Background: an optimization exercise with open tools, aiming at small area. Do not read the settings as production practice.
In this exercise RTL edits were held to simulation tests only and were not proved equivalent to the original.
Power and IR drop assume default switching activity.

==> job 9331 <==
// poly_top
module poly_top #(
	parameter a = 2,
	parameter b = 4,
	parameter c = 6,
	parameter data_width = 32
)
(
	input wire clk,rst,
	input wire [data_width-1:0] x,
	input wire in_valid,
	output wire [data_width-1:0] y,
	output wire out_valid,
	output wire [1:0] state
);
==> flow/config.mk <==
export PLATFORM = sky130hd
export DESIGN_NAME = poly_top
export DESIGN_NICKNAME = poly_top
export VERILOG_FILES = /design/flow/design.v
export SDC_FILE = /design/flow/constraint.sdc
export NUM_CORES = 4
export LEC_CHECK = 0
export CAP_MARGIN = 0
export CORE_MARGIN = 2
export CORE_UTILIZATION = 72
export CTS_BUF_LIST = sky130_fd_sc_hd__clkbuf_8
export CTS_CLUSTER_SIZE = 20
export SLEW_MARGIN = 0
export SYNTH_HIERARCHICAL = 1
export SYNTH_MINIMUM_KEEP_SIZE = 0
==> flow/constraint.sdc <==
create_clock -name core_clock -period 9.0 [get_ports {clk}]
set_input_delay 1.8000 -clock core_clock [delete_from_list [all_inputs] [get_ports {clk}]]
set_output_delay 1.8000 -clock core_clock [all_outputs]
set_load 0.01 [all_outputs]
standard.sh (not shown) runs the stock make flow with config.mk's settings and CLKGATE_MAP_FILE= SYNTH_SCRIPT=/design/flow/synth_recipe.tcl, a recipe that flattens the netlist after the stock synthesis.
==> flow/flow/run.sh <==
#!/bin/bash
# The standard layout (standard.sh, with the standard synthesis) with these changes:
# - after floorplan, every cell is set to its lowest drive strength (downsize.tcl);
#   timing repair upsizes the cells that need it;
# - global placement keeps none of its timing-driven buffering (GPL_KEEP_OVERFLOW=0);
# - power recovery downsizes cells with slack to spare after global routing;
# - the port buffers use the smallest buffer cell;
# - clock tree synthesis uses clkbuf_8 and adds no dummy loads.
# Each make run's full output goes to its own log file here.
set -euo pipefail
bash standard.sh synth > synth.log 2>&1
bash standard.sh \
	"POST_FLOORPLAN_TCL=$PWD/flow/downsize.tcl" \
	"GPL_KEEP_OVERFLOW=0" "RECOVER_POWER=100" \
	"BUFFER_PORTS_ARGS=-buffer_cell sky130_fd_sc_hd__buf_1" \
	"CTS_ARGS=-sink_clustering_enable -repair_clock_nets -sink_clustering_size 20 -buf_list sky130_fd_sc_hd__clkbuf_8 -dont_use_dummy_load" \
	finish > layout.log 2>&1
==> flow/flow/downsize.tcl <==
# Before placement, give every cell the lowest drive strength of its kind
# (name ending _1); timing repair later upsizes the cells that need it.
set n 0
foreach inst [get_cells *] {
  set master [get_property $inst ref_name]
  if { [regexp {^(sky130_fd_sc_hd__\w+)_([0-9]+)$} $master -> base drive] && $drive > 1 } {
    set target ${base}_1
    if { [llength [get_lib_cells -quiet $target]] > 0 } {
      replace_cell $inst $target
      incr n
    }
  }
}
puts "downsize.tcl: $n cells set to drive strength 1"
==> job 2707: changes against job 9331 <==
==> flow/flow/run.sh (replaced) <==
#!/bin/bash
# The standard layout (standard.sh, with the standard synthesis) with three changes:
# the port buffers use the smallest buffer cell, clock tree synthesis adds no
# dummy loads, and the flip-flops of x1 get a stronger drive before placement.
# Each make run's full output goes to its own log file here.
set -euo pipefail
bash standard.sh synth > synth.log 2>&1
bash standard.sh \
	"GPL_KEEP_OVERFLOW=0" "RECOVER_POWER=100" \
	"BUFFER_PORTS_ARGS=-buffer_cell sky130_fd_sc_hd__buf_1" \
	"CTS_ARGS=-sink_clustering_enable -repair_clock_nets -sink_clustering_size 20 -buf_list sky130_fd_sc_hd__clkbuf_8 -dont_use_dummy_load" \
	finish > layout.log 2>&1
--- a/flow/config.mk
+++ b/flow/config.mk
@@ -8,5 +8,5 @@
 export CAP_MARGIN = 0
 export CORE_MARGIN = 2
-export CORE_UTILIZATION = 72
+export CORE_UTILIZATION = 60
 export CTS_BUF_LIST = sky130_fd_sc_hd__clkbuf_8
 export CTS_CLUSTER_SIZE = 20
removed: flow/flow/downsize.tcl
==> run notes <==
	job 9331	job 2707
Die Area	11080 µm²	13200 µm²
Met3 layer usage reported by global route	0.06061	0.03690
DP Worst Slack	-0.7022 ns	-0.4751 ns
Vias after detailed routing	4491	4461
Worst flop-to-flop path startpoint	x1[9]	x1[5]
Internal Power	1.338 mW	1.365 mW
Fraction of layout instances using a drive strength above 1	0.03846	0.2137
Switching power summed over all nets	0.9246 mW	0.9374 mW
Arrival time reported for the critical path endpoint	8.97 ns	8.79 ns
Number of placed instances with taps included	747	764
Master of the slowest instance on the critical path	sky130_fd_sc_hd__a21oi_1	sky130_fd_sc_hd__dfxtp_1
Area of the multi-input gates	4562 µm²	5238 µm²
Tightest slew margin relative to the limit	0.08101	0.07213
Largest driver fanout on the critical path	17	20
Worst-case hold slack	0.3066 ns	0.3012 ns
Detailed-routed wire length on met2	6.792 mm	7.668 mm
PnR worst setup slack	0.2713 ns	0.4694 ns
Sequential cell area in the final layout	1862 µm²	1863 µm²
Finished Cell Area	7102 µm²	7870 µm²
Count of inserted tapcells	133	147
Clock distribution area overhead in the final layout	0.01744	0.01574
Vias in the first global route	4657	4782
Starting Density	0.7482	0.6145
Via count normalized by instance count	5.933	5.764
Required time at the worst-slack endpoint	9.24 ns	9.26 ns
Source-to-sink clock delay at the later pin of the worst-skew pair	0.36 ns	0.37 ns
Outcome	complete, no violations	complete, no violations

[re-timing with driven ports]
The flow's constraints put no driver on any port. The routed layouts listed below were extracted and timed again, unchanged, in two steps. Step 1, drivers: a clkbuf_16 drives clk and a buf_2 each remaining input, both assumed. Step 2 also shifts input and output timing later by t, the mid clock arrival at the registers, as if the neighbouring blocks saw the same clock. Three values: ideal, step 1, step 2; two values: the first two.
run | t, ns | slack for setup (ns) | hold slack, ns | worst setup path after step 2 | worst register clock-pin slew, ns
job 9331 | 0.379 | 0.271 / 0.271 / 0.271 | 0.307 / 0.307 / 0.307 | register to register | 0.09 / 0.09
job 2707 | 0.401 | 0.469 / 0.469 / 0.469 | 0.301 / 0.301 / 0.301 | register to register | 0.09 / 0.09
After both steps every run listed still meets setup and hold.
